This is an optimization exercise on Yosys and OpenROAD, whose aim is small area, not a production implementation.
Where RTL was checked, it was by simulation tests only, not by an equivalence proof against the original.
The RTL of runs 1 to 3 was laid out without a check of its function.
Power is estimated from default activity; no workload was simulated.

`design.v`:
```
module cb_aoi222 (input a0, input b0, input a1, input b1, input a2, input b2, output y);
	assign y = ~((a0 & b0) | (a1 & b1) | (a2 & b2));
endmodule
module cb_nand2 (input a, input b, output y);
	assign y = ~(a & b);
endmodule
module cb_aoi21 (input a0, input a1, input b, output y);
	assign y = ~((a0 & a1) | b);
endmodule
module cb_slice (
	input  [3:0] s,
	input  [3:0] d,
	input  [3:0] nen,
	output [3:0] o,
	output       y1,
	output       y2
);
	cb_aoi222 u_a (.a0(s[0]), .b0(d[0]), .a1(s[1]), .b1(d[1]), .a2(s[2]), .b2(d[2]), .y(y1));
	cb_nand2  u_n (.a(s[3]), .b(d[3]), .y(y2));
	cb_aoi21  u_o0 (.a0(y1), .a1(y2), .b(nen[0]), .y(o[0]));
	cb_aoi21  u_o1 (.a0(y1), .a1(y2), .b(nen[1]), .y(o[1]));
	cb_aoi21  u_o2 (.a0(y1), .a1(y2), .b(nen[2]), .y(o[2]));
	cb_aoi21  u_o3 (.a0(y1), .a1(y2), .b(nen[3]), .y(o[3]));
endmodule
module crossbar (
	input clk,
	input reset,
	input master_0_req,				 
	output master_0_ack,
	input master_0_cmd,				 
	output master_0_resp,
	input [31:0] master_0_addr,
	input [31:0] master_0_wdata,
	output [31:0] master_0_rdata,
	input master_1_req,				 
	output master_1_ack,
	input master_1_cmd,				 
	output master_1_resp,
	input [31:0] master_1_addr,
	input [31:0] master_1_wdata,
	output [31:0] master_1_rdata,
	input master_2_req,
	output master_2_ack,
	input master_2_cmd,
	output master_2_resp,
	input [31:0] master_2_addr,
	input [31:0] master_2_wdata,
	output [31:0] master_2_rdata,
	input master_3_req,
	output master_3_ack,
	input master_3_cmd,
	output master_3_resp,
	input [31:0] master_3_addr,
	input [31:0] master_3_wdata,
	output [31:0] master_3_rdata,
	output slave_0_req,
	input slave_0_ack,
	output slave_0_cmd,
	input slave_0_resp,
	input [31:0] slave_0_rdata,
	output [31:0] slave_0_wdata,
	output [31:0] slave_0_addr,
	output slave_1_req,
	input slave_1_ack,
	output slave_1_cmd,
	input slave_1_resp,
	input [31:0] slave_1_rdata,
	output [31:0] slave_1_wdata,
	output [31:0] slave_1_addr,
	output slave_2_req,
	input slave_2_ack,
	output slave_2_cmd,
	input slave_2_resp,
	input [31:0] slave_2_rdata,
	output [31:0] slave_2_wdata,
	output [31:0] slave_2_addr,
	output slave_3_req,
	input slave_3_ack,
	output slave_3_cmd,
	input slave_3_resp,
	input [31:0] slave_3_rdata,
	output [31:0] slave_3_wdata,
	output [31:0] slave_3_addr
	);
	wire [3:0] req   = {master_3_req, master_2_req, master_1_req, master_0_req};
	wire [3:0] cmd   = {master_3_cmd, master_2_cmd, master_1_cmd, master_0_cmd};
	wire [3:0] sack  = {slave_3_ack, slave_2_ack, slave_1_ack, slave_0_ack};
	wire [3:0] sresp = {slave_3_resp, slave_2_resp, slave_1_resp, slave_0_resp};
	wire any_ack  = |sack;
	wire any_resp = |sresp;
	reg [3:0] gnt;
	reg [1:0] mask;
	reg       lasmask;
	reg       ledge;
	wire comreq = |(req & gnt);
	wire beg    = (|req) & ~comreq;
	reg [3:0] nxt;
	always @* begin
		case (mask)
			2'd0: nxt = req[1] ? 4'b0010 : req[2] ? 4'b0100 : req[3] ? 4'b1000 : req[0] ? 4'b0001 : 4'b0000;
			2'd1: nxt = req[2] ? 4'b0100 : req[3] ? 4'b1000 : req[0] ? 4'b0001 : req[1] ? 4'b0010 : 4'b0000;
			2'd2: nxt = req[3] ? 4'b1000 : req[0] ? 4'b0001 : req[1] ? 4'b0010 : req[2] ? 4'b0100 : 4'b0000;
			default: nxt = req[0] ? 4'b0001 : req[1] ? 4'b0010 : req[2] ? 4'b0100 : req[3] ? 4'b1000 : 4'b0000;
		endcase
	end
	always @(posedge clk)
		if (reset)
			gnt <= 4'b0000;
		else if (!comreq)
			gnt <= nxt;
	always @(posedge clk) begin
		lasmask <= beg & ~ledge & ~lasmask;
		ledge   <= beg & (ledge ^ lasmask);
	end
	always @(posedge clk)
		if (reset)
			mask <= 2'b00;
		else if (lasmask)
			mask <= {gnt[3] | gnt[2], gnt[3] | gnt[1]};
	reg [3:0] rd_own;
	always @(posedge clk)
		if (reset | any_resp)
			rd_own <= 4'b0000;
		else if (|gnt)
			rd_own <= gnt & ~cmd;
	wire [3:0] mresp = rd_own & {4{any_resp}};
	assign {master_3_resp, master_2_resp, master_1_resp, master_0_resp} = mresp;
	assign master_0_ack = gnt[0] & any_ack;
	assign master_1_ack = gnt[1] & any_ack;
	assign master_2_ack = gnt[2] & any_ack;
	assign master_3_ack = gnt[3] & any_ack;
	wire [64:0] m0 = {master_0_cmd, master_0_addr, master_0_wdata};
	wire [64:0] m1 = {master_1_cmd, master_1_addr, master_1_wdata};
	wire [64:0] m2 = {master_2_cmd, master_2_addr, master_2_wdata};
	wire [64:0] m3 = {master_3_cmd, master_3_addr, master_3_wdata};
	wire [64:0] s0, s1, s2, s3, my1, my2;
	wire [3:0] nack = ~sack;
	genvar b;
	generate
		for (b = 0; b < 65; b = b + 1) begin : wsl
			cb_slice u (.s(gnt), .d({m3[b], m2[b], m1[b], m0[b]}), .nen(nack),
			            .o({s3[b], s2[b], s1[b], s0[b]}), .y1(my1[b]), .y2(my2[b]));
		end
	endgenerate
	assign {slave_0_cmd, slave_0_addr, slave_0_wdata} = s0;
	assign {slave_1_cmd, slave_1_addr, slave_1_wdata} = s1;
	assign {slave_2_cmd, slave_2_addr, slave_2_wdata} = s2;
	assign {slave_3_cmd, slave_3_addr, slave_3_wdata} = s3;
	wire a31 = ~(my1[63] & my2[63]);
	wire a30 = ~(my1[62] & my2[62]);
	assign slave_0_req = (|gnt) & ~a31 & ~a30;
	assign slave_1_req = ~a31 &  a30;
	assign slave_2_req =  a31 & ~a30;
	assign slave_3_req =  a31 &  a30;
	wire [3:0] psel = {~(sresp[0] | sresp[1] | sresp[2]),
	                   ~sresp[0] & ~sresp[1] & sresp[2],
	                   ~sresp[0] & sresp[1],
	                   sresp[0]};
	wire [3:0] nresp = ~mresp;
	wire [31:0] r0, r1, r2, r3;
	generate
		for (b = 0; b < 32; b = b + 1) begin : rsl
			cb_slice u (.s(psel), .d({slave_3_rdata[b], slave_2_rdata[b], slave_1_rdata[b], slave_0_rdata[b]}),
			            .nen(nresp), .o({r3[b], r2[b], r1[b], r0[b]}), .y1(), .y2());
		end
	endgenerate
	assign master_0_rdata = r0;
	assign master_1_rdata = r1;
	assign master_2_rdata = r2;
	assign master_3_rdata = r3;
endmodule
```
`flow/run.sh`:
```
#!/bin/bash
# Standard ORFS synthesis, then every combinational cell swapped to its lowest
# drive strength (the repair steps size up what needs it), then the standard
# ORFS layout with the smallest plain buffer on every port.
set -euo pipefail
RES=orfs/results/$FLOW_PLATFORM/crossbar/base
bash standard.sh synth > synth.log 2>&1
SYNTH_ODB=$RES/1_synth.odb openroad -no_init -exit flow/shrink.tcl > shrink.log 2>&1
bash standard.sh "BUFFER_PORTS_ARGS=-buffer_cell sky130_fd_sc_hd__buf_1" finish > standard.log 2>&1
```
`flow/shrink.tcl`:
```
# Swap every combinational cell of the synthesized netlist to the lowest drive
# strength of the same cell; the later repair steps size up what needs it.
# Flip-flops keep the cell type synthesis gave them.
read_db $::env(SYNTH_ODB)
set db [ord::get_db]
set block [ord::get_db_block]
set n 0
foreach inst [$block getInsts] {
  set m [[$inst getMaster] getName]
  if {![regexp {^(sky130_fd_sc_hd__[a-z0-9]+)_([0-9]+)$} $m -> base drive]} { continue }
  if {[regexp {__(df|ed|sd|dl|conb|tap|fill|decap|diode)} $base]} { continue }
  foreach d {1 0} {
    if {$d eq $drive} { break }
    set nm [$db findMaster ${base}_$d]
    if {$nm ne "NULL"} {
      $inst swapMaster $nm
      incr n
      break
    }
  }
}
puts "shrink: swapped $n cells"
write_db $::env(SYNTH_ODB)
```
`standard.sh`:
```
#!/bin/bash
# synth_recipe.tcl (not shown) runs the flow's synth.tcl, then flattens the netlist and writes it again
# the make line also repeats each setting of config.mk as NAME=value (left out here)
make -C /OpenROAD-flow-scripts/flow DESIGN_CONFIG=/design/flow/config.mk WORK_HOME=/design/flow/orfs CLKGATE_MAP_FILE= SYNTH_SCRIPT=/design/flow/synth_recipe.tcl "${@:-finish}"
```
`config.mk`:
```
export PLATFORM = sky130hd
export DESIGN_NAME = crossbar
export DESIGN_NICKNAME = crossbar
export VERILOG_FILES = /design/flow/design.v
export SDC_FILE = /design/flow/constraint.sdc
export NUM_CORES = 4
export LEC_CHECK = 0
export CAP_MARGIN = 20
export CORE_AREA = 5 5 295 295
export DIE_AREA = 0 0 300 300
export SLEW_MARGIN = 20
export SYNTH_HIERARCHICAL = 1
```
`constraint.sdc`:
```
create_clock -name core_clock -period 6.0 [get_ports {clk}]
set_input_delay 1.2000 -clock core_clock [delete_from_list [all_inputs] [get_ports {clk}]]
set_output_delay 1.2000 -clock core_clock [all_outputs]
set_load 0.01 [all_outputs]
```
==> results.py, run 1 <==
metrics = {
    "run_status": {
        "status": "finished clean",
    },
    "hold_path": {
        "hp-class": "flop to flop",
    },
    "run": {
        "maxCapViolCount": 0,
    },
    "layout": {
        "final_util": 0.106,
        "fill_cells": 9969,
        "drive_above_1_share": 0.0444,
        "area_growth_pct": 125,
        "final_nets": 1933,
    },
    "cts": {
        "cts_resized": 0,
        "cts_root_buf": "clkbuf_16",
        "htree_levels": 1,
        "cts_sinks": 12,
        "clockBufferDepth": 2,
        "cts_inserted_buffers": 3,
        "cts_tree": "yes",
        "clock_latency_ns": 0.24,
        "postCtsSetupBuffers": 0,
        "clk_pin_slew_worst_paths_ns": 0.05,
        "cts_hold_buffers": 0,
    },
    "drt": {
        "wl_met1_microns": 25500,
        "vias": 11100,
        "wl_met2_microns": 32800,
        "wl_met3_microns": 9490,
        "ant_nets": 0,
        "viasPerCell": 4.19,
        "routed_wirelength_microns": 71300,
        "wl_per_cell_microns": 27.0,
        "drt-initial-drc-count": 1721,
        "drc_errors": 0,
        "top_layer_used": "met5",
        "dr.pass1.iters": 8,
    },
    "placed_design": {
        "io_buffers": 801,
        "place.gp.congestion": 1.02,
        "place_hpwl_microns": 62600,
    },
    "pwr": {
        "vdd_ir_drop_max_v": 0.000111,
        "p_leak_nw": 2.32,
        "cellPowerDensity_mw_per_mm2": 186,
    },
    "floorplan": {
        "start_util": 0.0472,
        "die_height_microns": 300,
        "coreArea_sq_mm": 0.0836,
        "dieWidth_microns": 300,
        "dieArea_sq_mm": 0.0900,
        "rows": 106,
        "ioPinCount": 802,
    },
    "critical_path": {
        "cp_data_arrival_time_ns": 3.71,
        "crit_path_end_kind": "output port",
        "start_kind": "input port",
        "critPathMaxFanout": 36,
        "critPathKind": "input port to output port",
        "path_common_cell": "buf_4",
        "required_ns": 4.80,
        "cpLargestDelayFamily": "simple AND/OR/NAND/NOR gates",
        "critPathSlowestCell": "nand2_1",
        "critPathBufInv": 4,
        "critPathMaxStageDelay_ns": 0.83,
        "crit_chain": "clkbuf_2, buf_4, or4_1, nand2_1, buf_4, a21oi_1, buf_1",
    },
    "sta": {
        "finalSetupTns_ns": 0,
        "fmax_mhz": 204,
        "rsz0062_at_grt": "false",
        "fin_crit_sh": 0.819,
        "maxSlewViolCount": 0,
        "final-hold-violation-count": 0,
        "finalClockSkew_ns": 0.00113,
        "period_minus_slack_ns": 4.91,
        "slew_headroom": 0.166,
        "worst_slew_pin_slew_ns": 1.25,
        "finalSetupViolations": 0,
    },
    "grt": {
        "grt_pass1_vias": 9749,
        "overflow": 0,
        "grt_max_degree": 57,
        "antenna_found_initial": 76,
        "grt_pass1_wl_microns": 88300,
        "track_usage": 0.142,
    },
    "synthesis": {
        "synthCells": 672,
        "synth_nets": 1074,
        "syn_avg_cell_area_sq_um": 5.86,
        "syn_area_sq_mm": 0.00394,
        "yosysWarningCount": 7,
    },
}
-- layer usage --
layer  up-vias  global-route usage
met5         -                   0
met4        32              0.0528
met3       222              0.0606
met2      1027               0.239
met1      5161               0.160
li1       4620                   -
-- worst reg2reg max path: stages (launching register included) --
cell	delay, ns
dfxtp_4	0.78
buf_4	0.33
a22oi_1	0.09
nand2_1	0.29
nor3b_1	0.09
a32o_1	0.22
-- registers in the layout (all words and copies together) (netlist names) --
name	count
gnt	4
lasmask	1
ledge	1
mask	2
rd_own	4
-- placed cells by master, fill, tap and decap left out, drive strengths merged --
cell type,instances
or4,1
a32o,2
dfxtp,12
nor3,4
inv,6
a211oi,2
o221ai,2
o21ai,1
nor4,4
a222oi,97
o31ai,1
clkbuf,13
nor2b,9
a31o,1
nor2,13
nand2b,1
buf,844
nor3b,3
a22oi,2
a21oi,398
nand3,1
o22ai,1
nand2,104
xnor2,1
diode,29
clkinv,5
o21bai,1
and2,1
-- worst paths after layout --
check	cells past startpoint	endpoint	start	slack, ns
worst max register to register	5	gnt[3]$_SDFFE_PP0N_	gnt[1]$_SDFFE_PP0N_	4.09
worst min-delay path	1	lasmask$_DFF_P_	ledge$_DFF_P_	0.45
worst min register to register	1	lasmask$_DFF_P_	ledge$_DFF_P_	0.45
worst max-delay path	7	master_2_rdata[31]	slave_0_resp	1.09
-- where the power goes --
| group | internal, mW | switching (mW) |
|---|---|---|
| clock | 0.0879 | 0.0358 |
| sequential | 0.0979 | 0.0932 |
| combinational | 0.432 | 0.903 |
-- per-stage QoR --
step | setup slack, ns | area (sq um) | hold WS [ns] | total power, mW | std cells
2_1_floorplan | 1.08 | 3940 | 0.422 | 0.754 | 672
5_1_grt | 1.01 | 8850 | 0.488 | 1.76 | 2626
3_3_place_gp | 1.17 | 8630 | 0.427 | 1.49 | 2591
3_5_place_dp | 1.14 | 8650 | 0.452 | 1.50 | 2595
6_report | 1.09 | 8880 | 0.450 | 1.65 | 2639
4_1_cts | 1.14 | 8730 | 0.451 | 1.64 | 2599
-- layout make-up --
cell class | count | area [sq um] | share of cell area
Clock buffer | 3 | 75.1 | 0.00845
Sequential cell | 12 | 255 | 0.0287
Timing Repair Buffer | 854 | 3400 | 0.383
Multi-Input combinational cell | 650 | 3680 | 0.414
Antenna cell | 29 | 72.6 | 0.00817
Inverter | 10 | 42.5 | 0.00479
Tap cell | 1080 | 1350 | 0.152
Clock inverter | 1 | 3.75 | 0.000423
==> run 2, diff against run 1 <==
--- a/config.mk
+++ b/config.mk
@@ -8,4 +8,5 @@
 export CAP_MARGIN = 20
-export CORE_AREA = 5 5 295 295
-export DIE_AREA = 0 0 300 300
+export CORE_AREA = 5 5 195 195
+export CTS_BUF_LIST = sky130_fd_sc_hd__clkbuf_2
+export DIE_AREA = 0 0 200 200
 export SLEW_MARGIN = 20
==> run 2 against run 1 <==
  * The run now fails in I/O pin placement (3_2_place_iop)
  * Area after synthesis did not move
  * Synthesized cell count did not move
==> results.py, run 2 <==
metrics = {
    "run_status": {
        "status": "aborted with a tool error",
        "stop_stage": "I/O pin placement (3_2_place_iop)",
        "stop_error": "[ERROR PPL-0024] Number of IO pins (802) exceeds maximum number of available positions (718). Increase the die perimeter from 800.00um to 1090.72um.",
    },
    "synthesis": {
        "syn_avg_cell_area_sq_um": 5.86,
        "syn_area_sq_mm": 0.00394,
        "yosysWarningCount": 7,
        "synth_nets": 1074,
        "synthCells": 672,
    },
    "floorplan": {
        "die_height_microns": 200,
        "dieWidth_microns": 200,
        "start_util": 0.111,
        "rows": 69,
    },
}
==> run 3, diff against run 2 <==
--- a/config.mk
+++ b/config.mk
@@ -8,5 +8,5 @@
 export CAP_MARGIN = 20
-export CORE_AREA = 5 5 195 195
+export CORE_AREA = 5 5 155 155
 export CTS_BUF_LIST = sky130_fd_sc_hd__clkbuf_2
-export DIE_AREA = 0 0 200 200
+export DIE_AREA = 0 0 160 160
 export SLEW_MARGIN = 20
==> run 3 against run 2 <==
  * The run again fails in I/O pin placement (3_2_place_iop)
  * Area after synthesis did not move
  * Synthesized cell count did not move
==> results.py, run 3 <==
metrics = {
    "synthesis": {
        "synthCells": 672,
        "synth_nets": 1074,
        "syn_avg_cell_area_sq_um": 5.86,
        "yosysWarningCount": 7,
        "syn_area_sq_mm": 0.00394,
    },
    "run_status": {
        "stop_error": "[ERROR PPL-0024] Number of IO pins (802) exceeds maximum number of available positions (572). Increase the die perimeter from 640.00um to 1090.72um.",
        "status": "aborted with a tool error",
        "stop_stage": "I/O pin placement (3_2_place_iop)",
    },
    "floorplan": {
        "die_height_microns": 160,
        "start_util": 0.179,
        "dieWidth_microns": 160,
        "rows": 54,
    },
}
==> run 4, diff against run 3 <==
--- a/design.v
+++ b/design.v
@@ -3,7 +3,7 @@
 endmodule
-module cb_nand2 (input a, input b, output y);
-	assign y = ~(a & b);
+module cb_nor2 (input a, input b, output y);
+	assign y = ~(a | b);
 endmodule
-module cb_aoi21 (input a0, input a1, input b, output y);
-	assign y = ~((a0 & a1) | b);
+module cb_a21boi (input a0, input a1, input bn, output y);
+	assign y = ~((a0 & a1) | ~bn);
 endmodule
@@ -14,11 +14,11 @@
 	output [3:0] o,
-	output       y1,
-	output       y2
+	output       m_n
 );
+	wire y1;
 	cb_aoi222 u_a (.a0(s[0]), .b0(d[0]), .a1(s[1]), .b1(d[1]), .a2(s[2]), .b2(d[2]), .y(y1));
-	cb_nand2  u_n (.a(s[3]), .b(d[3]), .y(y2));
-	cb_aoi21  u_o0 (.a0(y1), .a1(y2), .b(nen[0]), .y(o[0]));
-	cb_aoi21  u_o1 (.a0(y1), .a1(y2), .b(nen[1]), .y(o[1]));
-	cb_aoi21  u_o2 (.a0(y1), .a1(y2), .b(nen[2]), .y(o[2]));
-	cb_aoi21  u_o3 (.a0(y1), .a1(y2), .b(nen[3]), .y(o[3]));
+	cb_a21boi u_b (.a0(s[3]), .a1(d[3]), .bn(y1), .y(m_n));
+	cb_nor2   u_o0 (.a(m_n), .b(nen[0]), .y(o[0]));
+	cb_nor2   u_o1 (.a(m_n), .b(nen[1]), .y(o[1]));
+	cb_nor2   u_o2 (.a(m_n), .b(nen[2]), .y(o[2]));
+	cb_nor2   u_o3 (.a(m_n), .b(nen[3]), .y(o[3]));
 endmodule
@@ -135,3 +135,3 @@
 	wire [64:0] m3 = {master_3_cmd, master_3_addr, master_3_wdata};
-	wire [64:0] s0, s1, s2, s3, my1, my2;
+	wire [64:0] s0, s1, s2, s3, mxn;
 	wire [3:0] nack = ~sack;
@@ -141,3 +141,3 @@
 			cb_slice u (.s(gnt), .d({m3[b], m2[b], m1[b], m0[b]}), .nen(nack),
-			            .o({s3[b], s2[b], s1[b], s0[b]}), .y1(my1[b]), .y2(my2[b]));
+			            .o({s3[b], s2[b], s1[b], s0[b]}), .m_n(mxn[b]));
 		end
@@ -148,4 +148,4 @@
 	assign {slave_3_cmd, slave_3_addr, slave_3_wdata} = s3;
-	wire a31 = ~(my1[63] & my2[63]);
-	wire a30 = ~(my1[62] & my2[62]);
+	wire a31 = ~mxn[63];
+	wire a30 = ~mxn[62];
 	assign slave_0_req = (|gnt) & ~a31 & ~a30;
@@ -163,3 +163,3 @@
 			cb_slice u (.s(psel), .d({slave_3_rdata[b], slave_2_rdata[b], slave_1_rdata[b], slave_0_rdata[b]}),
-			            .nen(nresp), .o({r3[b], r2[b], r1[b], r0[b]}), .y1(), .y2());
+			            .nen(nresp), .o({r3[b], r2[b], r1[b], r0[b]}), .m_n());
 		end
--- a/config.mk
+++ b/config.mk
@@ -8,5 +8,5 @@
 export CAP_MARGIN = 20
-export CORE_AREA = 5 5 155 155
-export CTS_BUF_LIST = sky130_fd_sc_hd__clkbuf_2
-export DIE_AREA = 0 0 160 160
+export CORE_AREA = 5 5 295 295
+export CTS_BUF_LIST = sky130_fd_sc_hd__clkbuf_2 sky130_fd_sc_hd__clkbuf_4 sky130_fd_sc_hd__clkbuf_8
+export DIE_AREA = 0 0 300 300
 export SLEW_MARGIN = 20
==> run 4 against run 3 <==
  * Now clean on timing, DRC and antenna
  * Synthesized cell count down 0.15%
  * Area after synthesis down 3.2%
==> results.py, run 4 <==
metrics = {
    "run_status": {
        "status": "finished clean",
    },
    "drt": {
        "drt-initial-drc-count": 1495,
        "dr.pass1.iters": 9,
        "viasPerCell": 3.63,
        "wl_per_cell_microns": 21.4,
        "drc_errors": 0,
        "routed_wirelength_microns": 55300,
        "ant_nets": 0,
        "vias": 9395,
    },
    "synthesis": {
        "yosysWarningCount": 7,
        "synth_nets": 1073,
        "synthCells": 671,
        "syn_area_sq_mm": 0.00381,
        "syn_avg_cell_area_sq_um": 5.68,
    },
    "critical_path": {
        "critPathMaxStageDelay_ns": 0.71,
        "cpLargestDelayFamily": "compound AO/OA/AOI/OAI gates",
        "critPathKind": "input port to output port",
        "critPathSlowestCell": "a21boi_1",
        "critPathBufInv": 3,
        "crit_path_end_kind": "output port",
        "required_ns": 4.80,
        "start_kind": "input port",
        "crit_chain": "clkbuf_2, nor3b_2, buf_4, a222oi_1, a21boi_1, nor2_1, buf_1",
        "critPathMaxFanout": 30,
        "cp_data_arrival_time_ns": 3.15,
    },
    "layout": {
        "final_common_cell": "buf_1",
        "drive_above_1_share": 0.0247,
        "area_growth_pct": 121,
        "finalNonFillerCells": 2587,
        "final_cell_mix": "800 x buf_1, 403 x nor2_1, 97 x a222oi_1",
        "fill_cells": 9915,
        "regArea_sq_um": 255,
        "multi_input_area_sq_mm": 0.00355,
        "final_nets": 1900,
        "top_regs": "gnt x4, rd_own x4, mask x2",
    },
    "pwr": {
        "finalPower_mw": 1.61,
        "p_leak_nw": 2.55,
        "cellPowerDensity_mw_per_mm2": 191,
        "vdd_ir_drop_max_v": 0.0000897,
    },
    "cts": {
        "cts_root_buf": "clkbuf_8",
        "htree_levels": 1,
        "cts_tree": "yes",
        "clockBufferDepth": 2,
        "postCtsSetupBuffers": 0,
        "cts_inserted_buffers": 3,
        "cts_sinks": 12,
        "clk_pin_slew_worst_paths_ns": 0.07,
        "clock_latency_ns": 0.26,
        "cts_hold_buffers": 0,
        "cts_resized": 0,
    },
    "placed_design": {
        "dp.cells": 2573,
        "io_buffers": 801,
        "place.gp.congestion": 0.870,
        "place_hpwl_microns": 49100,
    },
    "grt": {
        "antenna_found_initial": 21,
        "grt_max_degree": 66,
        "grt_pass1_vias": 8555,
        "track_usage": 0.110,
        "overflow": 0,
        "grt_pass1_wl_microns": 70100,
    },
    "sta": {
        "worst_slew_pin_slew_ns": 1.03,
        "finalClockSkew_ns": 0.00918,
        "finalSetupViolations": 0,
        "rsz0062_at_grt": "false",
        "maxSlewViolCount": 0,
        "fmax_mhz": 230,
        "final-hold-violation-count": 0,
        "period_minus_slack_ns": 4.35,
        "slew_headroom": 0.312,
        "finalSetupTns_ns": 0,
        "fin_crit_sh": 0.726,
    },
    "floorplan": {
        "dieArea_sq_mm": 0.0900,
        "dieWidth_microns": 300,
        "ioPinCount": 802,
        "rows": 106,
        "coreArea_sq_mm": 0.0836,
        "die_height_microns": 300,
        "start_util": 0.0456,
    },
    "run": {
        "maxCapViolCount": 0,
    },
    "hold_path": {
        "hp-class": "flop to flop",
    },
}
run 4: metal layers:
metal,GRT usage,routed length (microns),up-vias,share of wire
met5,0,153,-,0.0028
li1,-,-,4214,-
met4,0.0180,886,20,0.016
met2,0.207,28400,699,0.51
met3,0.0279,5190,64,0.094
met1,0.128,20700,4398,0.37
run 4: area by class of cell:
class,instances,area share
multi-input cells,649,0.421
well taps,1080,0.160
diodes,10,0.00297
clock buffers,3,0.00490
flip-flops and latches,12,0.0303
clock inverters,1,0.000445
repair buffers,822,0.375
inverters,10,0.00475
run 4: path summary, 6_finish.rpt:
| check | from | to | slack, ns | cells past startpoint |
|---|---|---|---|---|
| worst max register to register | gnt[2]$_SDFFE_PP0N_ | gnt[1]$_SDFFE_PP0N_ | 4.02 | 5 |
| worst max-delay path | slave_0_resp | master_2_rdata[14] | 1.65 | 7 |
| worst min-delay path | ledge$_DFF_P_ | lasmask$_DFF_P_ | 0.47 | 1 |
| worst min register to register | ledge$_DFF_P_ | lasmask$_DFF_P_ | 0.47 | 1 |
run 4: through the flow:
step	cell area, sq um	hold WS, ns	utilization	worst slack (ns)
2_1_floorplan	3810	0.422	-	1.06
3_5_place_dp	8360	0.441	0.100	1.61
3_3_place_gp	8360	0.426	0.100	1.64
6_report	8430	0.465	0.101	1.65
5_1_grt	8410	0.483	0.101	1.51
4_1_cts	8410	0.472	0.101	1.60
run 4: where the power goes:
part           switching, mW  internal (mW)  total (mW)  leakage, nW
clock network         0.0411         0.0456      0.0867       0.0232
logic                  0.931          0.415        1.35         2.43
registers             0.0843         0.0976       0.182        0.101

[re-timing with driven ports]
The results above use ideal ports. As a check the final layouts listed here were re-extracted and re-timed, cells and wires unchanged.
Step 1, drivers: a clkbuf_16 drives clk and a buf_2 each remaining input, both assumed.
Step 2 times the ports against the registers' clock, not the clock port: input delays grow and output delays shrink by t, the midpoint of the rising clock arrivals with the driver on.
Three values: no drivers, after step 1, after step 2; two values: the first two.
run | t (ns) | setup slack, ns | worst setup path at the end | slew at the worst register clock pin (ns) | worst slew at a driven data input, ns
run 1 | 0.282 | 1.087 / 1.058 / 1.058 | input to output | 0.05 / 0.05 | 0.26
run 4 | 0.300 | 1.646 / 1.614 / 1.614 | input to output | 0.07 / 0.07 | 0.17
After both steps setup and hold are still met in every run listed. The setup slack of run 4, which loses most, moves by -0.032 ns with the drivers and by -0.032 ns with both steps.
